Source: an optimization exercise on an open RTL-to-GDS flow (aim: small area, a short achievable clock period and few clock cycles per item). Production flows keep margins and buffers that such runs may drop. Where RTL was checked, it was by simulation tests only, not by an equivalence proof against the original.

==> inputs of xenon <==
// upsample_csc
module upsample_csc (
    input  logic        clk,
    input  logic        resetn,
    input  logic        start,
    output logic        done,
    input  logic [15:0] sram_read_data,
    output logic [15:0] sram_write_data,
    output logic [17:0] sram_address,
    output logic        sram_we_n
);
clock: 11.0 ns
lec_check: 0
abc_area: 0
cap_margin: 20
core_margin: 2
core_utilization: 55
cts_cluster_diameter: 100
cts_cluster_size: 28
place_density: 0.7
slew_margin: 20
synth_hierarchical: 1
synth_minimum_keep_size: 0
standard.sh (not shown) runs the stock make flow with config.mk's settings and CLKGATE_MAP_FILE= SYNTH_SCRIPT=/design/flow/synth_recipe.tcl, a recipe that flattens the netlist after the stock synthesis.
==> flow/flow/run.sh <==
#!/bin/bash
# Own layout flow: the standard synthesis unchanged, then the standard ORFS steps with
# stronger timing repair (a larger setup margin, all endpoints) and faster port buffers.
# Each step's full output goes to a log file in the work folder.
set -euo pipefail
bash standard.sh synth > synth.log 2>&1
bash standard.sh SETUP_SLACK_MARGIN=7.5 TNS_END_PERCENT=100 \
     BUFFER_PORTS_ARGS="-buffer_cell sky130_fd_sc_hd__buf_4" finish > layout.log 2>&1
==> juniper (differences from xenon) <==
--- a/flow/design.v
+++ b/flow/design.v
@@ -361,33 +361,39 @@
   wire f2_60 = f2_18 ^ f2_47;
   assign fq = {f2_60, f2_59, f2_58, f2_57, f2_56, f2_55, f2_54, f2_53, f2_52, f2_51};
 logic [9:0] fvr;    
 always_ff @(posedge clk) fvr <= fq;
 logic [7:0] ylo1, ylo2, py, pu;
 logic [9:0] pw, pv;
-logic       sr, srn_q;  
-logic [9:0] pwr;
-wire        sr_d = (k == 3'd4) || (k == 3'd0);
-wire  [9:0] pw_d = (k == 3'd3) ? {2'b00, ch[47:40]} :                   
-                   (k == 3'd4) ? {2'b00, ch[31:24]} :                   
-                                 {fq[9:8] & {2{k == 3'd0}}, fq[7:0]};   
+logic       sr;         
 always_ff @(posedge clk) begin
     ylo1 <= sram_read_data[7:0];
     ylo2 <= ylo1;
     if (k == 3'd3) py <= sram_read_data[15:8];
     if (k == 3'd0) py <= ylo2;
-    sr    <= sr_d;
-    srn_q <= ~sr_d;
-    pw    <= pw_d;
-    pwr   <= {~pw_d[9], pw_d[8:0]} & {10{sr_d}};               
+    sr <= (k == 3'd4) || (k == 3'd0);
+    pw <= (k == 3'd3) ? {2'b00, ch[47:40]} :                   
+          (k == 3'd4) ? {2'b00, ch[31:24]} :                   
+                        {fq[9:8] & {2{k == 3'd0}}, fq[7:0]};   
     pu <= (k == 3'd4) ? ch[39:32] : fq[7:0];                   
     pv <= (k == 3'd4) ? {2'b00, ch[31:24]} : fvr;              
 end
 wire [34:0] mrb_d, mg_d;
 logic [34:0] mrb, mg;
   wire wn9 = ~pw[9];
+  wire srn = ~sr;
+  wire wr0 = pw[0] & sr;
+  wire wr1 = pw[1] & sr;
+  wire wr2 = pw[2] & sr;
+  wire wr3 = pw[3] & sr;
+  wire wr4 = pw[4] & sr;
+  wire wr5 = pw[5] & sr;
+  wire wr6 = pw[6] & sr;
+  wire wr7 = pw[7] & sr;
+  wire wr8 = pw[8] & sr;
+  wire wr9 = wn9 & sr;
   wire rb1_0 = ~py[5] ^ ~pw[7];
   wire rb1_1 = ~py[5] & ~pw[7];
   wire rb1_2 = ~py[6] ^ ~pw[8];
   wire rb1_3 = ~py[6] & ~pw[8];
   wire rb1_4, rb1_5;
   csa_fa rb1_i4 (.a(~py[7]), .b(py[0]), .c(~wn9), .s(rb1_4), .co(rb1_5));
@@ -396,86 +402,86 @@
   wire rb1_8 = pw[3] ^ pw[0];
   wire rb1_9 = pw[3] & pw[0];
   wire rb1_10, rb1_11;
   csa_fa rb1_i10 (.a(py[2]), .b(py[0]), .c(~wn9), .s(rb1_10), .co(rb1_11));
   wire rb1_12, rb1_13;
   csa_fa rb1_i12 (.a(pw[6]), .b(pw[4]), .c(pw[1]), .s(rb1_12), .co(rb1_13));
-  wire rb1_14 = ~pwr[8] ^ pwr[1];
-  wire rb1_15 = ~pwr[8] & pwr[1];
+  wire rb1_14 = ~wr8 ^ wr1;
+  wire rb1_15 = ~wr8 & wr1;
   wire rb1_16, rb1_17;
   csa_fa rb1_i16 (.a(py[3]), .b(py[1]), .c(pw[7]), .s(rb1_16), .co(rb1_17));
   wire rb1_18, rb1_19;
-  csa_fa rb1_i18 (.a(pw[5]), .b(pw[2]), .c(~pwr[9]), .s(rb1_18), .co(rb1_19));
+  csa_fa rb1_i18 (.a(pw[5]), .b(pw[2]), .c(~wr9), .s(rb1_18), .co(rb1_19));
   wire rb1_20, rb1_21;
-  csa_fa rb1_i20 (.a(pwr[2]), .b(pwr[0]), .c(sr), .s(rb1_20), .co(rb1_21));
+  csa_fa rb1_i20 (.a(wr2), .b(wr0), .c(sr), .s(rb1_20), .co(rb1_21));
   wire rb1_22, rb1_23;
   csa_fa rb1_i22 (.a(py[4]), .b(py[2]), .c(py[0]), .s(rb1_22), .co(rb1_23));
   wire rb1_24, rb1_25;
   csa_fa rb1_i24 (.a(pw[8]), .b(pw[6]), .c(pw[3]), .s(rb1_24), .co(rb1_25));
-  wire rb1_26 = ~(pwr[3] ^ pwr[1]);
-  wire rb1_27 = pwr[3] | pwr[1];
+  wire rb1_26 = ~(wr3 ^ wr1);
+  wire rb1_27 = wr3 | wr1;
   wire rb1_28, rb1_29;
   csa_fa rb1_i28 (.a(py[5]), .b(py[3]), .c(py[1]), .s(rb1_28), .co(rb1_29));
   wire rb1_30, rb1_31;
   csa_fa rb1_i30 (.a(wn9), .b(pw[7]), .c(pw[4]), .s(rb1_30), .co(rb1_31));
-  wire rb1_32 = pwr[4] ^ pwr[2];
-  wire rb1_33 = pwr[4] & pwr[2];
+  wire rb1_32 = wr4 ^ wr2;
+  wire rb1_33 = wr4 & wr2;
   wire rb1_34, rb1_35;
   csa_fa rb1_i34 (.a(py[6]), .b(py[4]), .c(py[2]), .s(rb1_34), .co(rb1_35));
   wire rb1_36, rb1_37;
-  csa_fa rb1_i36 (.a(pw[8]), .b(pw[5]), .c(pwr[5]), .s(rb1_36), .co(rb1_37));
-  wire rb1_38 = pwr[3] ^ ~pwr[0];
-  wire rb1_39 = pwr[3] & ~pwr[0];
+  csa_fa rb1_i36 (.a(pw[8]), .b(pw[5]), .c(wr5), .s(rb1_36), .co(rb1_37));
+  wire rb1_38 = wr3 ^ ~wr0;
+  wire rb1_39 = wr3 & ~wr0;
   wire rb1_40, rb1_41;
   csa_fa rb1_i40 (.a(py[7]), .b(py[5]), .c(py[3]), .s(rb1_40), .co(rb1_41));
   wire rb1_42, rb1_43;
   csa_fa rb1_i42 (.a(py[0]), .b(wn9), .c(pw[6]), .s(rb1_42), .co(rb1_43));
   wire rb1_44, rb1_45;
-  csa_fa rb1_i44 (.a(pwr[6]), .b(pwr[4]), .c(~pwr[1]), .s(rb1_44), .co(rb1_45));
+  csa_fa rb1_i44 (.a(wr6), .b(wr4), .c(~wr1), .s(rb1_44), .co(rb1_45));
   wire rb1_46, rb1_47;
   csa_fa rb1_i46 (.a(py[6]), .b(py[4]), .c(py[1]), .s(rb1_46), .co(rb1_47));
   wire rb1_48, rb1_49;
-  csa_fa rb1_i48 (.a(pw[7]), .b(pw[0]), .c(pwr[7]), .s(rb1_48), .co(rb1_49));
+  csa_fa rb1_i48 (.a(pw[7]), .b(pw[0]), .c(wr7), .s(rb1_48), .co(rb1_49));
   wire rb1_50, rb1_51;
-  csa_fa rb1_i50 (.a(pwr[5]), .b(~pwr[2]), .c(srn_q), .s(rb1_50), .co(rb1_51));
+  csa_fa rb1_i50 (.a(wr5), .b(~wr2), .c(srn), .s(rb1_50), .co(rb1_51));
   wire rb1_52, rb1_53;
   csa_fa rb1_i52 (.a(py[7]), .b(py[5]), .c(py[2]), .s(rb1_52), .co(rb1_53));
   wire rb1_54, rb1_55;
-  csa_fa rb1_i54 (.a(pw[8]), .b(pw[1]), .c(pwr[8]), .s(rb1_54), .co(rb1_55));
-  wire rb1_56 = pwr[6] ^ ~pwr[3];
-  wire rb1_57 = pwr[6] & ~pwr[3];
+  csa_fa rb1_i54 (.a(pw[8]), .b(pw[1]), .c(wr8), .s(rb1_54), .co(rb1_55));
+  wire rb1_56 = wr6 ^ ~wr3;
+  wire rb1_57 = wr6 & ~wr3;
   wire rb1_58, rb1_59;
   csa_fa rb1_i58 (.a(py[6]), .b(py[3]), .c(wn9), .s(rb1_58), .co(rb1_59));
   wire rb1_60, rb1_61;
-  csa_fa rb1_i60 (.a(pw[2]), .b(pwr[9]), .c(pwr[7]), .s(rb1_60), .co(rb1_61));
+  csa_fa rb1_i60 (.a(pw[2]), .b(wr9), .c(wr7), .s(rb1_60), .co(rb1_61));
   wire rb1_62, rb1_63;
   csa_fa rb1_i62 (.a(py[7]), .b(py[4]), .c(pw[3]), .s(rb1_62), .co(rb1_63));
   wire rb1_64 = ~py[2] ^ ~pw[4];
   wire rb1_65 = ~py[2] & ~pw[4];
   wire rb1_66, rb1_67;
   csa_fa rb1_i66 (.a(~py[3]), .b(~pw[5]), .c(~pw[3]), .s(rb1_66), .co(rb1_67));
   wire rb1_68, rb1_69;
   csa_fa rb1_i68 (.a(~py[4]), .b(~pw[6]), .c(~pw[4]), .s(rb1_68), .co(rb1_69));
-  wire rb1_70 = pw[1] ^ ~pwr[3];
-  wire rb1_71 = pw[1] & ~pwr[3];
+  wire rb1_70 = pw[1] ^ ~wr3;
+  wire rb1_71 = pw[1] & ~wr3;
   wire rb1_72, rb1_73;
   csa_fa rb1_i72 (.a(rb1_0), .b(~pw[5]), .c(pw[2]), .s(rb1_72), .co(rb1_73));
-  wire rb1_74 = ~(pw[0] ^ ~pwr[4]);
-  wire rb1_75 = pw[0] | ~pwr[4];
+  wire rb1_74 = ~(pw[0] ^ ~wr4);
+  wire rb1_75 = pw[0] | ~wr4;
   wire rb1_76, rb1_77;
   csa_fa rb1_i76 (.a(rb1_2), .b(~pw[6]), .c(pw[3]), .s(rb1_76), .co(rb1_77));
   wire rb1_78, rb1_79;
-  csa_fa rb1_i78 (.a(pw[1]), .b(~pwr[5]), .c(rb1_1), .s(rb1_78), .co(rb1_79));
+  csa_fa rb1_i78 (.a(pw[1]), .b(~wr5), .c(rb1_1), .s(rb1_78), .co(rb1_79));
   wire rb1_80, rb1_81;
   csa_fa rb1_i80 (.a(rb1_4), .b(~pw[7]), .c(pw[4]), .s(rb1_80), .co(rb1_81));
   wire rb1_82, rb1_83;
-  csa_fa rb1_i82 (.a(pw[2]), .b(~pwr[6]), .c(rb1_3), .s(rb1_82), .co(rb1_83));
+  csa_fa rb1_i82 (.a(pw[2]), .b(~wr6), .c(rb1_3), .s(rb1_82), .co(rb1_83));
   wire rb1_84, rb1_85;
-  csa_fa rb1_i84 (.a(rb1_6), .b(rb1_8), .c(~pwr[7]), .s(rb1_84), .co(rb1_85));
+  csa_fa rb1_i84 (.a(rb1_6), .b(rb1_8), .c(~wr7), .s(rb1_84), .co(rb1_85));
   wire rb1_86, rb1_87;
-  csa_fa rb1_i86 (.a(pwr[0]), .b(srn_q), .c(rb1_5), .s(rb1_86), .co(rb1_87));
+  csa_fa rb1_i86 (.a(wr0), .b(srn), .c(rb1_5), .s(rb1_86), .co(rb1_87));
   wire rb1_88, rb1_89;
   csa_fa rb1_i88 (.a(rb1_10), .b(rb1_12), .c(rb1_14), .s(rb1_88), .co(rb1_89));
   wire rb1_90, rb1_91;
   csa_fa rb1_i90 (.a(sr), .b(rb1_7), .c(rb1_9), .s(rb1_90), .co(rb1_91));
   wire rb1_92, rb1_93;
   csa_fa rb1_i92 (.a(rb1_16), .b(rb1_18), .c(rb1_20), .s(rb1_92), .co(rb1_93));
@@ -503,33 +509,33 @@
   csa_fa rb1_i114 (.a(rb1_41), .b(rb1_43), .c(rb1_45), .s(rb1_114), .co(rb1_115));
   wire rb1_116, rb1_117;
   csa_fa rb1_i116 (.a(rb1_52), .b(rb1_54), .c(rb1_56), .s(rb1_116), .co(rb1_117));
   wire rb1_118, rb1_119;
   csa_fa rb1_i118 (.a(rb1_47), .b(rb1_49), .c(rb1_51), .s(rb1_118), .co(rb1_119));
   wire rb1_120, rb1_121;
-  csa_fa rb1_i120 (.a(rb1_58), .b(rb1_60), .c(~pwr[4]), .s(rb1_120), .co(rb1_121));
+  csa_fa rb1_i120 (.a(rb1_58), .b(rb1_60), .c(~wr4), .s(rb1_120), .co(rb1_121));
   wire rb1_122, rb1_123;
   csa_fa rb1_i122 (.a(rb1_53), .b(rb1_55), .c(rb1_57), .s(rb1_122), .co(rb1_123));
   wire rb1_124, rb1_125;
-  csa_fa rb1_i124 (.a(rb1_62), .b(pwr[8]), .c(~pwr[5]), .s(rb1_124), .co(rb1_125));
+  csa_fa rb1_i124 (.a(rb1_62), .b(wr8), .c(~wr5), .s(rb1_124), .co(rb1_125));
   wire rb1_126, rb1_127;
   csa_fa rb1_i126 (.a(sr), .b(rb1_59), .c(rb1_61), .s(rb1_126), .co(rb1_127));
   wire rb1_128, rb1_129;
-  csa_fa rb1_i128 (.a(py[5]), .b(pw[4]), .c(pwr[9]), .s(rb1_128), .co(rb1_129));
-  wire rb1_130 = ~(~pwr[6] ^ rb1_63);
-  wire rb1_131 = ~pwr[6] | rb1_63;
+  csa_fa rb1_i128 (.a(py[5]), .b(pw[4]), .c(wr9), .s(rb1_128), .co(rb1_129));
+  wire rb1_130 = ~(~wr6 ^ rb1_63);
+  wire rb1_131 = ~wr6 | rb1_63;
   wire rb1_132, rb1_133;
-  csa_fa rb1_i132 (.a(py[6]), .b(pw[5]), .c(~pwr[7]), .s(rb1_132), .co(rb1_133));
+  csa_fa rb1_i132 (.a(py[6]), .b(pw[5]), .c(~wr7), .s(rb1_132), .co(rb1_133));
   wire rb1_134 = py[7] ^ pw[6];
   wire rb1_135 = py[7] & pw[6];
   wire rb1_136 = ~py[1] ^ ~pw[3];
   wire rb1_137 = ~py[1] & ~pw[3];
   wire rb1_138, rb1_139;
-  csa_fa rb1_i138 (.a(rb1_64), .b(~pw[2]), .c(~pwr[1]), .s(rb1_138), .co(rb1_139));
+  csa_fa rb1_i138 (.a(rb1_64), .b(~pw[2]), .c(~wr1), .s(rb1_138), .co(rb1_139));
   wire rb1_140, rb1_141;
-  csa_fa rb1_i140 (.a(rb1_66), .b(pw[0]), .c(~pwr[2]), .s(rb1_140), .co(rb1_141));
+  csa_fa rb1_i140 (.a(rb1_66), .b(pw[0]), .c(~wr2), .s(rb1_140), .co(rb1_141));
   wire rb1_142 = ~(rb1_68 ^ rb1_70);
   wire rb1_143 = rb1_68 | rb1_70;
   wire rb1_144, rb1_145;
   csa_fa rb1_i144 (.a(rb1_72), .b(rb1_74), .c(rb1_69), .s(rb1_144), .co(rb1_145));
   wire rb1_146, rb1_147;
   csa_fa rb1_i146 (.a(rb1_76), .b(rb1_78), .c(rb1_73), .s(rb1_146), .co(rb1_147));
@@ -558,20 +564,20 @@
   wire rb1_170, rb1_171;
   csa_fa rb1_i170 (.a(rb1_124), .b(rb1_126), .c(rb1_121), .s(rb1_170), .co(rb1_171));
   wire rb1_172, rb1_173;
   csa_fa rb1_i172 (.a(rb1_128), .b(rb1_130), .c(rb1_125), .s(rb1_172), .co(rb1_173));
   wire rb1_174 = ~(rb1_132 ^ rb1_129);
   wire rb1_175 = rb1_132 | rb1_129;
-  wire rb1_176 = ~(rb1_134 ^ ~pwr[8]);
-  wire rb1_177 = rb1_134 | ~pwr[8];
+  wire rb1_176 = ~(rb1_134 ^ ~wr8);
+  wire rb1_177 = rb1_134 | ~wr8;
   wire rb1_178, rb1_179;
-  csa_fa rb1_i178 (.a(pw[7]), .b(~pwr[9]), .c(sr), .s(rb1_178), .co(rb1_179));
+  csa_fa rb1_i178 (.a(pw[7]), .b(~wr9), .c(sr), .s(rb1_178), .co(rb1_179));
   wire rb1_180 = ~py[0] ^ ~pw[2];
   wire rb1_181 = ~py[0] & ~pw[2];
   wire rb1_182, rb1_183;
-  csa_fa rb1_i182 (.a(rb1_136), .b(~pw[1]), .c(~pwr[0]), .s(rb1_182), .co(rb1_183));
+  csa_fa rb1_i182 (.a(rb1_136), .b(~pw[1]), .c(~wr0), .s(rb1_182), .co(rb1_183));
   wire rb1_184 = ~(rb1_138 ^ rb1_137);
   wire rb1_185 = rb1_138 | rb1_137;
   wire rb1_186, rb1_187;
   csa_fa rb1_i186 (.a(rb1_140), .b(rb1_65), .c(rb1_139), .s(rb1_186), .co(rb1_187));
   wire rb1_188, rb1_189;
   csa_fa rb1_i188 (.a(rb1_142), .b(rb1_67), .c(rb1_141), .s(rb1_188), .co(rb1_189));
Settings changed: CORE_UTILIZATION 55 to 65, PLACE_DENSITY 0.7 to 0.8.
==> results.txt <==
Of xenon and juniper, xenon has the higher die area (gap 20%, measured against juniper). Against xenon, the core utilization of juniper is higher by 11 points. In xenon the critical path depth is lower than in juniper, by 7. Clock-buffer cell count: xenon is higher than juniper (2). Synthesized cell count: juniper is lower than xenon (0.85%). juniper ran to the end with no violations. xenon completed without violations. Wire length: juniper is lower than xenon (about 4%). Hold slack: juniper is higher than xenon (0.00084 ns). Against xenon, the global-route usage of juniper is higher by 3.6 points. Synthesized area: xenon is higher than juniper (about 1.9%). Of juniper and xenon, juniper has the higher via count (gap about 0.45%, measured against xenon).
Testbench counts of juniper, summed over its fixed seeds: cycles 960,180, pixels 384,000.
For xenon, only the layout was checked, not whether the RTL still works.

## separate check: timing with driven ports
How much do the figures lean on ideal ports? The routed layouts below were timed once more, with nothing changed but the port constraints. Step 1 assumes that a clkbuf_16 drives the clock port and a buf_2 every other input. Step 2 moves the port delays by t, midway between the first and last clock arrival at a register: inputs arrive t later, outputs are due t later. That takes back most of the time a late clock gives input paths. Slacks: ideal / step 1 / step 2; pairs: ideal / step 1.
| run | t, ns | setup slack, ns | worst hold slack (ns) |
|---|---|---|---|
| xenon | 0.607 | 7.655 / 7.600 / 7.672 | 0.335 / 0.335 / 0.335 |
| juniper | 0.595 | 7.600 / 7.600 / 7.600 | 0.335 / 0.335 / 0.335 |
After both steps setup and hold are still met in every run listed.
